From an optimization exercise on the open Yosys and OpenROAD flow, aimed at small area; shortcuts taken in it are not production practice. Function was checked by simulation only, so behaviour that the tests miss may differ from the original. No driver is modelled on the clock port, so clocking that relies on it looks cheaper here than on a real chip. Power and IR drop assume default switching activity.

File: flow/pre_cts.tcl
# Hook sourced by ORFS's cts.tcl before clock tree synthesis: after the
# standard clock_tree_synthesis, shrink clock buffers that have slew margin.
source [file join [file dirname [info script]] downsize.tcl]
rename clock_tree_synthesis orfs_clock_tree_synthesis
proc clock_tree_synthesis {args} {
  orfs_clock_tree_synthesis {*}$args
  set_propagated_clock [all_clocks]
  estimate_parasitics -placement
  puts "clock buffers before downsizing: max clock pin slew [clk_max_slew]"
  downsize_clock_buffers $::env(CLK_SLEW_TARGET)
}
File: flow/area_lut.abc
strash
balance; rewrite; refactor; balance; rewrite; rewrite -z; balance; refactor -z; rewrite -z; balance
balance; rewrite; refactor; balance; rewrite; rewrite -z; balance; refactor -z; rewrite -z; balance
dch -f
if -K 4 -a
strash
dch -f
amap
File: design.v
`timescale 1ns / 1ps
module ddr_main (
    input        clk,
    input        rst,
    input        btnU,
    input        btnD,
    input        btnL,
    input        btnR,
    input  [7:0] sw,
    output [7:0] led,
    output [6:0] seg,
    output [3:0] an
);
localparam [1:0] ST_GAME = 2'd0, ST_PAUSE = 2'd1, ST_RESET = 2'd2;
reg [1:0] state;
wire s_game  = (state == ST_GAME);
wire s_pause = (state == ST_PAUSE);
wire s_reset = (state == ST_RESET);
reg [2:1] pu, pd, pl, pr;    
reg pu0, pd0, pl0, pr0;      
reg isU, isD, isL, isR;      
always @(posedge clk)
    if (rst) begin
        pu <= 0; pd <= 0; pl <= 0; pr <= 0;
    end else begin
        pu <= {btnU, pu[2]};
        pd <= {btnD, pd[2]};
        pl <= {btnL, pl[2]};
        pr <= {btnR, pr[2]};
    end
always @(posedge clk) begin
    pu0 <= pu[1]; pd0 <= pd[1]; pl0 <= pl[1]; pr0 <= pr[1];
    isU <= ~pu0 & pu[1];
    isD <= ~pd0 & pd[1];
    isL <= ~pl0 & pl[1];
    isR <= ~pr0 & pr[1];
end
wire game_rst = pr[2] | pr[1];
wire combo_en = pl[1] | pl0;
always @(posedge clk)
    if (rst)
        state <= ST_RESET;
    else
        state <= sw[0] ? (game_rst ? ST_RESET : ST_PAUSE) : ST_GAME;
reg ddv, den;
reg [7:0] dv;
always @(posedge clk) begin
    if (rst || s_reset) begin
        den <= 1'b0;
        dv <= 8'd0;
    end else begin
        den <= ddv;
        if (den) dv <= {dv[6:0], dv[7] ^ dv[5] ^ dv[4] ^ dv[3] ^ (dv[6:0] == 7'd0)};
    end
    ddv <= ~s_reset & ~ddv;
end
wire met  = |dv;                  
wire tick = (dv == 8'd1) & ddv;   
reg [6:0] rr;
reg nb;
always @(posedge clk)
    if (s_reset) begin
        rr <= sw[7:1];
        nb <= 1'b0;
    end else if (tick) begin
        nb <= ~(rr[6] ^ rr[5]);
        rr <= {nb, rr[6:1]};
    end
reg [3:0] next_mask;
wire [3:0] next_nmask = ~next_mask;
always @* begin
    case (rr % 7'd11)
        7'd0:  next_mask = 4'b1000;
        7'd1:  next_mask = 4'b0100;
        7'd2:  next_mask = 4'b0010;
        7'd3:  next_mask = 4'b0001;
        7'd4:  next_mask = 4'b1100;
        7'd5:  next_mask = 4'b1010;
        7'd6:  next_mask = 4'b1001;
        7'd7:  next_mask = 4'b0110;
        7'd8:  next_mask = 4'b0101;
        7'd9:  next_mask = 4'b0011;
        default: next_mask = 4'b0000;
    endcase
end
reg [2:1] pm;    
reg pm0, isM;    
always @(posedge clk) begin
    if (rst)
        pm <= 0;
    else
        pm <= {met, pm[2]};
    pm0 <= pm[1];
    isM <= ~pm0 & pm[1];
end
reg [3:0] q0, q1, q2, q3;
always @(posedge clk)
    if (s_reset) begin
        q0 <= 4'hf; q1 <= 4'hf; q2 <= 4'hf; q3 <= 4'hf;
    end else if (s_game && isM) begin
        q3 <= q2; q2 <= q1; q1 <= q0; q0 <= next_nmask;
    end
wire [3:0] arrow = ~q3;
reg [3:0] keys;
reg hitC, hitI;
reg [3:0] k;
reg c, i;
always @* begin
    k = keys; c = hitC; i = hitI;
    if (isM) begin
        k = 4'd0; c = 1'b0; i = 1'b0;
    end
    if (s_game) begin
        if (met && !c && !i) begin
            if (isU) begin if (!k[3] && !(k[2]&k[1]) && !(k[2]&k[0]) && !(k[1]&k[0])) k[3] = 1'b1; else i = 1'b1; end
            if (isD) begin if (!k[2] && !(k[3]&k[1]) && !(k[3]&k[0]) && !(k[1]&k[0])) k[2] = 1'b1; else i = 1'b1; end
            if (isL) begin if (!k[1] && !(k[3]&k[2]) && !(k[3]&k[0]) && !(k[2]&k[0])) k[1] = 1'b1; else i = 1'b1; end
            if (isR) begin if (!k[0] && !(k[3]&k[2]) && !(k[3]&k[1]) && !(k[2]&k[1])) k[0] = 1'b1; else i = 1'b1; end
            if (k == arrow)
                c = 1'b1;
            else if (k != 4'd0 && (k & q3) != 4'd0)
                i = 1'b1;
        end else if (!met) begin
            if (isU | isD | isL | isR) i = 1'b1;
            if (!i && !c) i = 1'b1;
        end
    end
end
always @(posedge clk)
    if (rst) begin
        keys <= 0; hitC <= 0; hitI <= 0;
    end else begin
        keys <= k; hitC <= c; hitI <= i;
    end
reg [2:1] pc, pi;     
reg pc0, pi0, isC, isI;   
always @(posedge clk) begin
    if (rst) begin
        pc <= 0; pi <= 0;
    end else begin
        pc <= {hitC, pc[2]};
        pi <= {hitI, pi[2]};
    end
    pc0 <= pc[1]; pi0 <= pi[1];
    isC <= ~pc0 & pc[1];
    isI <= ~pi0 & pi[1];
end
reg [4:0] sT, cT;
reg [3:0] sH, sE, sO, cH, cE, cO;
reg [1:0] mul;    
wire c_hi = (|cT) | (|cH);
wire ge4  = c_hi | (|cE) | cO[3] | cO[2];
wire ge10 = c_hi | (|cE);
wire ge15 = c_hi | cE[3] | cE[2] | cE[1] | (cE[0] & (cO[3] | (cO[2] & (cO[1] | cO[0]))));
reg [1:0] mul_n;
always @* begin
    mul_n = mul;
    if (isC) mul_n = ge15 ? 2'd3 : ge10 ? 2'd2 : ge4 ? 2'd1 : 2'd0;
    if (isI) mul_n = 2'd0;
end
function [4:0] binc;
    input [3:0] d;
    input e;
    begin
        binc[0] = d[0] ^ e;
        binc[1] = d[1] ^ (e & d[0] & ~d[3]);
        binc[2] = d[2] ^ (e & d[0] & d[1]);
        binc[3] = (d[3] & ~(e & d[0])) | (e & d[0] & d[1] & d[2]);
        binc[4] = e & d[0] & d[3];
    end
endfunction
function [4:0] tinc;
    input [4:0] t;
    input e;
    begin
        tinc[0] = t[0] ^ e;
        tinc[1] = t[1] ^ (e & t[0]);
        tinc[2] = t[2] ^ (e & t[0] & t[1]);
        tinc[3] = t[3] ^ (e & t[0] & t[1] & t[2]);
        tinc[4] = t[4] | (e & t[0] & t[1] & t[2] & t[3]);
    end
endfunction
wire       sadd = s_game & isC;
wire [3:0] addv = sadd ? (4'd1 << mul_n) : 4'd0;
wire [4:0] so_s = sO + addv;
wire       so_c = (so_s >= 5'd10);
wire [3:0] so_n = so_c ? so_s[3:0] - 4'd10 : so_s[3:0];
wire [4:0] se_i = binc(sE, so_c);
wire [4:0] sh_i = binc(sH, se_i[4]);
wire [4:0] st_n = tinc(sT, sh_i[4]);
wire [3:0] se_n = se_i[3:0];
wire [3:0] sh_n = sh_i[3:0];
wire s_wrap = st_n[4] & (sh_n == 4'd3) & se_n[3] & (se_n[0] | so_n[3] | so_n[2]);
wire [3:0] sw_o = se_n[0] ? so_n + 4'd6 : so_n - 4'd4;
wire cinc = s_game & isC;
wire cwrap = cT[4] & (cH == 4'd3) & (cE == 4'd8) & (cO == 4'd3);
wire [4:0] co_i = binc(cO, cinc);
wire [4:0] ce_i = binc(cE, co_i[4]);
wire [4:0] ch_i = binc(cH, ce_i[4]);
wire [4:0] ct_n = tinc(cT, ch_i[4]);
always @(posedge clk)
    if (rst || s_reset)
        mul <= 2'd0;
    else
        mul <= mul_n;
always @(posedge clk)
    if (s_reset) begin
        sT <= 0; sH <= 0; sE <= 0; sO <= 0;
        cT <= 0; cH <= 0; cE <= 0; cO <= 0;
    end else begin
        if (s_wrap) begin
            sT <= 0; sH <= 0; sE <= 0; sO <= sw_o;
        end else begin
            sT <= st_n; sH <= sh_n; sE <= se_n; sO <= so_n;
        end
        if (isI) begin
            cT <= 0; cH <= 0; cE <= 0; cO <= {3'b000, cinc};
        end else if (cinc & cwrap) begin
            cT <= 0; cH <= 0; cE <= 0; cO <= 0;
        end else begin
            cT <= ct_n; cH <= ch_i[3:0]; cE <= ce_i[3:0]; cO <= co_i[3:0];
        end
    end
reg dp2, dp1;    
reg disM;        
always @(posedge clk)
    if (rst) begin
        dp2 <= 0; dp1 <= 0;
    end else if (den) begin
        dp2 <= met;
        dp1 <= dp2;
    end
always @(posedge clk)
    if (den) disM <= ~dp1 & dp2;
wire [4:0] tsel = combo_en ? cT : sT;
reg [4:0] tcode;
always @* begin
    case (tsel)
        5'd10: tcode = 5'b10111;
        5'd11: tcode = 5'b11011;
        5'd12: tcode = 5'b11101;
        5'd13: tcode = 5'b11110;
        5'd14: tcode = 5'b10011;
        5'd15: tcode = 5'b10101;
        5'd16: tcode = 5'b10110;
        default: tcode = {1'b0, tsel[3:0]};
    endcase
end
reg dmode;            
reg [4:0] n0;
reg [3:0] n1, n2, n3;
reg [1:0] trk;
reg shown;
always @(posedge clk)
    if (rst) begin
        dmode <= 0; n0 <= 5'h1f; n1 <= 4'hf; n2 <= 4'hf; n3 <= 4'hf;
        trk <= 0; shown <= 0;
    end else if (den) begin
        if (s_game && disM) begin
            dmode <= 1'b0;
            n0 <= {1'b1, q0}; n1 <= q1; n2 <= q2; n3 <= q3;
        end else if (s_pause) begin
            dmode <= 1'b1;
            n0 <= tcode;
            if (combo_en) begin
                n1 <= cH; n2 <= cE; n3 <= cO;
            end else begin
                n1 <= sH; n2 <= sE; n3 <= sO;
            end
        end
        trk <= trk + 2'd1;
        shown <= 1'b1;
    end
reg [4:0] cur;        
always @* begin
    case (trk)
        2'd0: cur = n0;
        2'd1: cur = {~dmode, n1};
        2'd2: cur = {~dmode, n2};
        default: cur = {~dmode, n3};
    endcase
end
reg [6:0] dseg;
always @* begin
    case (cur[3:0])
        4'd0: dseg = 7'b1000000;
        4'd1: dseg = 7'b1111001;
        4'd2: dseg = 7'b0100100;
        4'd3: dseg = 7'b0110000;
        4'd4: dseg = 7'b0011001;
        4'd5: dseg = 7'b0010010;
        4'd6: dseg = 7'b0000010;
        4'd7: dseg = 7'b1111000;
        4'd8: dseg = 7'b0000000;
        default: dseg = 7'b0011000;
    endcase
end
wire [6:0] aseg = {1'b1, cur[1], cur[1], cur[2], cur[0], cur[0], cur[3]};
wire is_digit = ~cur[4];
assign seg = is_digit ? dseg : aseg;
assign an  = !shown ? 4'b1111 : ~(4'b1000 >> trk);
assign led = {4'b0001 << mul, hitC, hitI, state};
endmodule
File: config.mk
export PLATFORM = sky130hd
export DESIGN_NAME = ddr_main
export DESIGN_NICKNAME = ddr_main
export VERILOG_FILES = /design/flow/design.v
export SDC_FILE = /design/flow/constraint.sdc
export NUM_CORES = 4
export LEC_CHECK = 0
export ABC_AREA = 1
export CAP_MARGIN = 20
export CORE_MARGIN = 2
export CORE_UTILIZATION = 75
export SLEW_MARGIN = 20
File: flow/area.abc
strash
balance; rewrite; refactor; balance; rewrite; rewrite -z; balance; refactor -z; rewrite -z; balance
balance; rewrite; refactor; balance; rewrite; rewrite -z; balance; refactor -z; rewrite -z; balance
dch -f
amap
File: constraint.sdc
create_clock -name core_clock -period 16.0 [get_ports {clk}]
set_input_delay 3.2000 -clock core_clock [delete_from_list [all_inputs] [get_ports {clk}]]
set_output_delay 3.2000 -clock core_clock [all_outputs]
set_load 0.01 [all_outputs]
File: flow/reopt.tcl
# Re-map the combinational logic of the standard synthesis netlist for area.
# Registers (and every other cell that is not plain combinational logic) are
# kept as they are, with their instance names.
yosys -import
set lib $::env(FLOW_HOME)/platforms/sky130hd/lib/sky130_fd_sc_hd__tt_025C_1v80.lib
set net $::env(REOPT_IN)
set out $::env(REOPT_OUT)
set scripts $::env(REOPT_ABC)

read_liberty -ignore_miss_func $lib
# keep every flip-flop, latch, delay cell and tie cell as it is
blackbox =sky130_fd_sc_hd__*df* =sky130_fd_sc_hd__*dl* =sky130_fd_sc_hd__conb_1
read_verilog $net
hierarchy -top ddr_main
flatten -wb
opt_clean -purge
tee -o $::env(REOPT_OUT).before.txt stat -liberty $lib
design -save base
# map with each script given and keep the smallest result
set best_area 1e18
foreach script $scripts {
  design -load base
  abc -liberty $lib -dont_use *probe* -dont_use *lpflow* -script $script
  opt_clean -purge
  tee -q -o $out.try.txt stat -liberty $lib
  set fh [open $out.try.txt r]
  set txt [read $fh]
  close $fh
  regexp {Chip area for module '\\ddr_main': ([0-9.]+)} $txt -> area
  puts "REOPT script $script area $area"
  if {$area < $best_area} {
    set best_area $area
    design -save best
  }
}
design -load best
puts "REOPT best area $best_area"
opt_clean -purge
splitnets
opt_clean -purge
hilomap -singleton -hicell sky130_fd_sc_hd__conb_1 HI -locell sky130_fd_sc_hd__conb_1 LO
insbuf -buf sky130_fd_sc_hd__buf_4 A X
opt_clean -purge
tee -o $::env(REOPT_OUT).after.txt stat -liberty $lib
check
write_verilog -noattr -nohex -nodec -selected $out
File: flow/run.sh
#!/bin/bash
# Own layout flow: the standard synthesis, then an area re-mapping of the
# combinational logic (registers untouched), then the standard layout steps
# with the clock tree built without dummy loads.
set -euo pipefail
W=$(pwd)
R=$W/orfs/results/${FLOW_PLATFORM}/ddr_main/base
YOSYS=yosys
if ! command -v yosys >/dev/null 2>&1; then
  YOSYS=$FLOW_HOME/../tools/install/yosys/bin/yosys
fi

bash standard.sh synth > $W/log_synth.txt 2>&1
cp $R/1_2_yosys.v $W/standard_synth.v
# Re-map the combinational logic with several ABC scripts in parallel and
# keep the smallest netlist.
R2="balance; rewrite; refactor; balance; rewrite; rewrite -z; balance; refactor -z; rewrite -z; balance"
mkdir -p $W/reopt
SCRIPTS="$W/flow/area.abc $W/flow/area_lut.abc"
for seed in ${DEEP_SEEDS:-$(seq 1 22)}; do
  printf "strash\n$R2\n&get -n\n&deepsyn -S $seed -T ${DEEP_T:-30}\n&put\ndch -f\namap\n" > $W/reopt/deep$seed.abc
  SCRIPTS="$SCRIPTS $W/reopt/deep$seed.abc"
done
n=0
for sc in $SCRIPTS; do
  n=$((n+1))
  REOPT_IN=$W/standard_synth.v REOPT_OUT=$W/reopt/r$n.v REOPT_ABC=$sc \
    $YOSYS -c $W/flow/reopt.tcl > $W/reopt/log_r$n.txt 2>&1 &
  if (( n % ${NUM_CORES:-4} == 0 )); then wait; fi
done
wait
best=""
best_area=1e18
for f in $W/reopt/r*.v; do
  a=$(sed -n "s/.*Chip area for module '.ddr_main': \([0-9.]*\).*/\1/p" $f.after.txt)
  echo "$f $a" >> $W/log_reopt.txt
  if awk "BEGIN{exit !($a < $best_area)}"; then best=$f; best_area=$a; fi
done
echo "best $best $best_area" >> $W/log_reopt.txt
cp $best $W/reopt.v
cp $W/reopt.v $R/1_2_yosys.v
touch $R/1_2_yosys.v

CTS="-sink_clustering_enable -repair_clock_nets -dont_use_dummy_load"
CTS="$CTS -buf_list sky130_fd_sc_hd__clkbuf_8 -sink_clustering_size 40 -sink_clustering_max_diameter 200"
BUF="-inputs -outputs -buffer_cell sky130_fd_sc_hd__buf_1"
bash standard.sh "CTS_ARGS=$CTS" "BUFFER_PORTS_ARGS=$BUF" \
  "PRE_CTS_TCL=$W/flow/pre_cts.tcl" "CLK_SLEW_TARGET=0.095" ${STOP_AT:-finish} > $W/log_layout.txt 2>&1
File: standard.sh
#!/bin/bash
# synth_recipe.tcl (not shown) runs the flow's synth.tcl, then flattens the netlist and writes it again
# the make line also repeats each setting of config.mk as NAME=value (left out here)
make -C /OpenROAD-flow-scripts/flow DESIGN_CONFIG=/design/flow/config.mk WORK_HOME=/design/flow/orfs CLKGATE_MAP_FILE= SYNTH_SCRIPT=/design/flow/synth_recipe.tcl "${@:-finish}"
File: flow/downsize.tcl
# Downsize clock tree buffers while every register clock pin keeps a slew
# below the target (placement parasitics).
proc clk_max_slew {} {
  set mx 0
  foreach pin [get_pins -hierarchical */CLK] {
    foreach rf {rise fall} {
      set s [get_property $pin slew_max_$rf]
      if {$s > $mx} {set mx $s}
    }
  }
  return $mx
}
proc downsize_clock_buffers {target} {
  set db [ord::get_db]
  set block [ord::get_db_block]
  set sizes {sky130_fd_sc_hd__clkbuf_1 sky130_fd_sc_hd__clkbuf_2 sky130_fd_sc_hd__clkbuf_4 sky130_fd_sc_hd__clkbuf_8 sky130_fd_sc_hd__clkbuf_16}
  set bufs {}
  foreach inst [$block getInsts] {
    set m [[$inst getMaster] getName]
    if {[string match "clkbuf_*" [$inst getName]] && [lsearch $sizes $m] >= 0} {
      lappend bufs $inst
    }
  }
  # leaves first (their output nets drive registers)
  set changed 1
  while {$changed} {
    set changed 0
    foreach inst $bufs {
      set m [[$inst getMaster] getName]
      set i [lsearch $sizes $m]
      if {$i <= 0} continue
      set smaller [lindex $sizes [expr {$i - 1}]]
      $inst swapMaster [$db findMaster $smaller]
      estimate_parasitics -placement
      if {[clk_max_slew] > $target} {
        $inst swapMaster [$db findMaster $m]
        estimate_parasitics -placement
      } else {
        set changed 1
      }
    }
  }
  puts "clock buffer downsizing done: max clock pin slew [clk_max_slew]"
}
==> impl_metrics.yaml <==
run_status:
  outcome: "timing/DRC/antenna clean"
timing:
  slew_headroom_pct: 43.96
  post-route-period-util_pct: 39.66
  rsz0062_at_grt: "false"
  max_freq_mhz: 157.6
  hold_viol: 0
  fin_tns_setup_ns: 0
  tightest_slew_ns: 0.8375
  setup_viol: 0
  fin_ws_ns: 9.654
  finalClockSkew_ns: 0.03027
  drv_slew: 0
  min_period_ns: 6.346
finish:
  mostFrequentLayoutCells: "137 x nor2_1, 122 x dfxtp_1, 87 x clkinv_1, 48 x nand2_1, 45 x o22ai_1"
  nNetsFinal: 747
  final_common_cell: "nor2_1"
  seq_area_mm2: 0.002683
  fill_cells: 452
  antennaDiodeCount: 0
  final_layout_size_suffix_gt1_share_pct: 2.599
  multi_input_area_mm2: 0.002459
  syn2layout_area_growth_pct: 7.010
placement:
  place_congestion: 1.033
  dp_hpwl_mm: 10.16
  port_buffers: 32
  place_ws_ns: 10.39
cts:
  cts_buffers: 17
  cts_tree: "done"
  clock_latency_ns: 0.70
  postCtsResizedCells: 0
  post_cts_buffers: 0
  cts_sinks: 130
  clkTransAtPathRegs_ns: 0.09
  holdBufCountCts: 0
synthesis:
  synth_nets: 698
  ys_warn_count: 1
  avgSynthCellArea_um2: 8.038
  syn_inst: 684
  netlist_area_mm2: 0.005498
power_and_ir_drop:
  irDropWorstVdd_v: 0.00008510
  switching_share_pct: 26.25
  combPwrFrac_pct: 9.5
  power.density_mw_per_mm2: 95.01
  p_switching_uw: 146.7
  power.leakage_uw: 0.002020
  pwr-share-seq_pct: 61.4
  power.total_uw: 559.0
  clkPwrFrac_pct: 29.1
  intPower_uw: 412.2
route:
  via_per_inst: 6.363
  wl_met3_mm: 1.251
  met1_length_mm: 5.493
  drt_iter0_drc: 571
  first_pass_iters: 5
  wl_mm: 14.01
  dr_total_vias: 5281
  ant_nets: 0
  highest_layer: "met4"
  wl_met2_mm: 6.679
  wl_per_cell_um: 16.88
  drcViolationCount: 0
floorplan:
  rows: 31
  die_w_um: 89.62
  start_util_pct: 76.62
  die_y_um: 89.62
  dieArea_mm2: 0.008031
  core-area_mm2: 0.007176
  floorplan.io_pins: 33
setup_path:
  end_kind: "primary output"
  path_class: "register to primary output"
  startpoint_type: "register"
  cp_max_fo: 8
  cp.required_ns: 12.80
  rrSetupSlack_ns: 10.19
  cp.arrival_ns: 3.15
worst_hold_path:
  hold_path_class: "register to register"
grt:
  grt_pass1_vias: 4743
  grt_pass1_wl_mm: 21.76
  antenna_found_initial: 0
  grt_overflow_total: 0
  grt_max_degree: 22
  grt_usage_pct: 35.90
flow_run:
  cap_violations: 0
## worst paths after layout
kind | start | end | cells past startpoint
min | pu[1] | pu0 | 0
max | trk[1] | seg[5] | 13
min reg2reg | pu[1] | pu0 | 0
max reg2reg | cH[3] | sO[1] | 22
## metal layers
metal	GRT usage, %	up-vias
met4	15.88	0
met5	0	-
met2	60.09	308
li1	-	2514
met1	42.90	2399
met3	10.42	60
## power by group through the flow
stage	sequential, uW	clock (uW)	combinational (uW)
after global routing	344	174	59.1
after detailed placement	350	0	52.2
after CTS	343	161	52.4
final	343	162	53.3
after global placement	350	0	50.1
after floorplan	348	0	38.4
## stage by stage
step | hold slack (ns) | util [%] | std cells | area (um2)
after global placement | 0.3248 | 79.81 | 813 | 5727
after global routing | 0.3654 | 81.99 | 830 | 5883
after CTS | 0.3535 | 81.99 | 830 | 5883
after floorplan | 0.3235 | - | 684 | 5498
after detailed placement | 0.3351 | 79.81 | 813 | 5727
final | 0.3514 | 81.99 | 830 | 5883
## critical path, stage by stage (launching register included)
cell and delay [ns]:
dfxtp_1 0.46, clkinv_1 0.13, nand2_1 0.17, o22ai_1 0.10
nor2_1 0.18, clkinv_1 0.16, nand2_1 0.13, nor2_1 0.06
o22ai_1 0.25, nand2b_1 0.11, o21ai_0 0.28, clkinv_1 0.09
o21ai_0 0.15, buf_1 0.18
## flip-flops by register name, summed over array words and instances, names as in the netlist, 5 cells and up
register	flops
cT	5
dv	8
n0	5
rr	7
sT	5
## layout make-up
cell class                 instances  area share, %
inverter                          87          5.551
multi-input combinational        463          41.79
tap                               99          2.105
sequential                       130          45.60
clock buffer                      17          2.658
timing repair buffer              34          2.297

[afterwards: timing with drivers on the ports]
The flow's constraints put no driver on any port. The routed layout listed below was extracted and timed again, unchanged, in two steps. Step 1: set_driving_cell puts a clkbuf_16 on clk and a buf_2 on each other input, an assumption about the parent block. Step 2 also shifts input and output timing later by t, the mid clock arrival at the registers, as if the neighbouring blocks saw the same clock. Slacks: ideal ports / drivers / drivers and shift; pairs: ideal ports / drivers.
t, ns: 0.717
slack for setup (ns): 9.654 / 9.620 / 10.195
worst register clock-pin slew, ns: 0.09 / 0.09
worst data-port slew with drivers (ns): 0.03
After both steps this run still meets setup and hold. For this run, drivers alone change the setup slack by -0.034 ns; drivers and shift together by +0.541 ns.
